Background: an optimization exercise with open tools, aiming at small area and a short achievable clock period. Do not read the settings as production practice. The RTL was checked by simulation tests, not by an equivalence proof against the original design.

==> flow/design.v <==
module Registers (
  input  [22:0] fa,
  input  [22:0] fb,
  input         sa,
  input         sb,
  input  [7:0]  s0,
  input         gt_e,
  input         eq_e,
  input         fge,
  input  [7:0]  eL,
  output [31:0] Sum
);
  wire        agb = gt_e | (eq_e & fge);    
  wire [7:0]  dd  = s0 ^ {8{~gt_e}};
  wire        sub = sa ^ sb;
  wire [23:0] ma = {1'b1, fa}, mb = {1'b1, fb};
  wire [23:0] mL = agb ? ma : mb;
  wire [23:0] mP = agb ? (gt_e ? {1'b0, mb[23:1]} : mb) : ma;
  wire [23:0] mS = (|dd[7:5]) ? 24'd0 : mP >> dd[4:0];
  wire [23:0] s;
  wire        c;
  CSA #(24) add (.a(mL), .b(mS ^ {24{sub}}), .cin(sub), .s(s), .cout(c));
  wire [24:0] r = {c ^ sub, s};
  wire [4:0]  lz;
  wire [24:0] rs;
  normalizer n (.r(r), .lz(lz), .o(rs));
  wire        z  = ~|r;
  wire [7:0]  e1 = eL + 8'd1;
  wire [7:0]  e2 = eL + 8'd2;
  wire [7:0]  pe = z ? 8'd0 : e1 - {3'd0, lz};
  wire        of = (&eL) | (~z & (e2 == {3'd0, lz}));
  wire        sign = (agb ? sa : sb) & ~z;
  assign Sum = of ? 32'd0 : {sign, pe, rs[23:1]};
endmodule
module four_bit_adder #(parameter N = 23) (input [N-1:0] a, input [N-1:0] b, output ge);
  wire [N-1:0] s;
  CSA #(N) c (.a(a), .b(~b), .cin(1'b1), .s(s), .cout(ge));
endmodule
module CSA #(parameter N = 24) (input [N-1:0] a, input [N-1:0] b, input cin,
                                output [N-1:0] s, output cout);
  wire [N-1:0] g0 = a & b;
  wire [N-1:0] p0 = a ^ b;
  reg  [N-1:0] g, p;
  integer i, l;
  always @* begin
    g = g0;
    p = p0;
    g[0] = g0[0] | (p0[0] & cin);
    for (l = 0; (1 << l) < N; l = l + 1)
      for (i = 0; i < N; i = i + 1)
        if (i & (1 << l)) begin
          g[i] = g[i] | (p[i] & g[((i >> l) << l) - 1]);
          p[i] = p[i] & p[((i >> l) << l) - 1];
        end
  end
  assign s    = p0 ^ {g[N-2:0], cin};
  assign cout = g[N-1];
endmodule
module normalizer (input [24:0] r, output [4:0] lz, output [24:0] o);
  wire [31:0] x0 = {r, 7'd0};
  reg  [15:0] a1, c1;    
  reg  [7:0]  a2;
  reg  [15:0] c2;
  reg  [3:0]  a3;
  reg  [11:0] c3;
  reg  [1:0]  a4;
  reg  [7:0]  c4;
  integer g;
  always @* begin
    for (g = 0; g < 16; g = g + 1) begin
      a1[g] = ~(x0[2*g+1] | x0[2*g]);
      c1[g] = ~x0[2*g+1];
    end
    for (g = 0; g < 8; g = g + 1) begin
      a2[g] = a1[2*g+1] & a1[2*g];
      c2[2*g +: 2] = a1[2*g+1] ? {1'b1, c1[2*g]} : {1'b0, c1[2*g+1]};
    end
    for (g = 0; g < 4; g = g + 1) begin
      a3[g] = a2[2*g+1] & a2[2*g];
      c3[3*g +: 3] = a2[2*g+1] ? {1'b1, c2[4*g +: 2]} : {1'b0, c2[4*g+2 +: 2]};
    end
    for (g = 0; g < 2; g = g + 1) begin
      a4[g] = a3[2*g+1] & a3[2*g];
      c4[4*g +: 4] = a3[2*g+1] ? {1'b1, c3[6*g +: 3]} : {1'b0, c3[6*g+3 +: 3]};
    end
  end
  assign lz = a4[1] ? {1'b1, c4[3:0]} : {1'b0, c4[7:4]};
  wire [31:0] x1 = lz[4] ? {x0[15:0], 16'd0} : x0;
  wire [31:0] x2 = lz[3] ? {x1[23:0], 8'd0} : x1;
  wire [31:0] x3 = lz[2] ? {x2[27:0], 4'd0} : x2;
  wire [31:0] x4 = lz[1] ? {x3[29:0], 2'd0} : x3;
  wire [31:0] x5 = lz[0] ? {x4[30:0], 1'd0} : x4;
  assign o  = x5[31:7];
endmodule
module FPA (
  input  [31:0] A,
  input  [31:0] B,
  output [7:0]  s0,       
  output        gt_e,     
  output        eq_e,     
  output        fge,      
  output [7:0]  eL        
);
  wire [7:0] ea = A[30:23], eb = B[30:23];
  CSA #(8) c (.a(ea), .b(~eb), .cin(1'b0), .s(s0), .cout(gt_e));
  assign eq_e = ea == eb;
  four_bit_adder #(23) cmp (.a(A[22:0]), .b(B[22:0]), .ge(fge));
  assign eL    = gt_e ? ea : eb;
endmodule
module FPA_final (
  input         clk,
  input         rst,
  input  [31:0] in1,
  input  [31:0] in2,
  output reg [31:0] OUT
);
  wire       gt_n, eq_n, fge_n;
  wire [7:0] s0_n, eL_n;
  FPA B1 (.A(in1), .B(in2), .s0(s0_n), .gt_e(gt_n), .eq_e(eq_n), .fge(fge_n),
          .eL(eL_n));
  reg [22:0] fa, fb;
  reg        sa, sb, gt_e, eq_e, fge, rst_d;
  reg [7:0]  s0, eL;
  always @(posedge clk) begin
    fa    <= in1[22:0];
    fb    <= in2[22:0];
    sa    <= in1[31];
    sb    <= in2[31];
    s0    <= s0_n;
    gt_e  <= gt_n;
    eq_e  <= eq_n;
    fge   <= fge_n;
    eL    <= eL_n;
    rst_d <= rst;
  end
  wire [31:0] C;
  Registers M (.fa(fa), .fb(fb), .sa(sa), .sb(sb), .s0(s0), .gt_e(gt_e),
               .eq_e(eq_e), .fge(fge), .eL(eL), .Sum(C));
  always @(posedge clk) begin
    if (rst)
      OUT <= 32'd0;
    else if (rst_d)
      OUT <= 32'h00800000;
    else
      OUT <= C;
  end
endmodule
Settings: LEC_CHECK=0, ABC_AREA=1, CAP_MARGIN=20, CORE_MARGIN=2, CORE_UTILIZATION=40, PLACE_DENSITY=0.7, SLEW_MARGIN=20, SETUP_SLACK_MARGIN=15.8, BUFFER_PORTS_ARGS=-buffer_cell sky130_fd_sc_hd__buf_1; clock period 22.0 ns.
standard.sh (not shown) runs the stock make flow with config.mk's settings and CLKGATE_MAP_FILE= SYNTH_SCRIPT=/design/flow/synth_recipe.tcl, a recipe that flattens the netlist after the stock synthesis.
==> flow/flow/run.sh <==
#!/bin/bash
# Standard layout with three changes: the full/half-adder extraction pass is
# skipped in synthesis (ABC maps the prefix adders directly), the ports get
# sky130 buf_1 buffers, and the repair passes aim below the design's period.
cp config.mk config_orig.log
cat >> config.mk <<'EOC'
export ADDER_MAP_FILE =
export SETUP_SLACK_MARGIN = 15.8
export BUFFER_PORTS_ARGS = -buffer_cell sky130_fd_sc_hd__buf_1
EOC
bash standard.sh > standard_run.log 2>&1
Then changed:
--- a/flow/flow/run.sh
+++ b/flow/flow/run.sh
@@ -8,0 +9 @@
+export SETUP_MOVE_SEQUENCE = unbuffer,sizeup,swap,clone,split
--- a/flow/config.mk
+++ b/flow/config.mk
@@ -12 +11,0 @@
-export PLACE_DENSITY = 0.7
@@ -15,0 +15 @@
+export SETUP_MOVE_SEQUENCE = unbuffer,sizeup,swap,clone,split
Cell count stays flat.
Routed wire length came out higher by 4.1%.
Via count came out lower by 0.99%.
Die area does not change.
Cell area barely changes.
Area after synthesis stays the same.

-- what the ideal ports hide --
The flow's constraints put no driver on any port. The routed layouts listed below were extracted and timed again, unchanged, in two steps. Step 1 assumes that a clkbuf_16 drives the clock port and a buf_2 every other input. Step 2 moves the port delays by t, midway between the first and last clock arrival at a register: inputs arrive t later, outputs are due t later. That takes back most of the time a late clock gives input paths. Slacks: no drivers / after step 1 / after step 2; pairs: no drivers / after step 1.
| run | t, ns | setup slack, ns | worst hold slack (ns) | worst setup path after step 2 | slew at the worst register clock pin (ns) |
|---|---|---|---|---|---|
| the first run | 0.397 | 15.933 / 15.955 / 15.559 | 0.452 / 0.452 / 0.452 | input to register | 0.08 / 0.08 |
| the second run | 0.402 | 16.011 / 16.037 / 15.635 | 0.459 / 0.459 / 0.459 | input to register | 0.08 / 0.08 |
After both steps setup and hold are still met in every run listed. For the second run, which loses most, drivers alone change the setup slack by +0.026 ns; drivers and shift together by -0.376 ns.
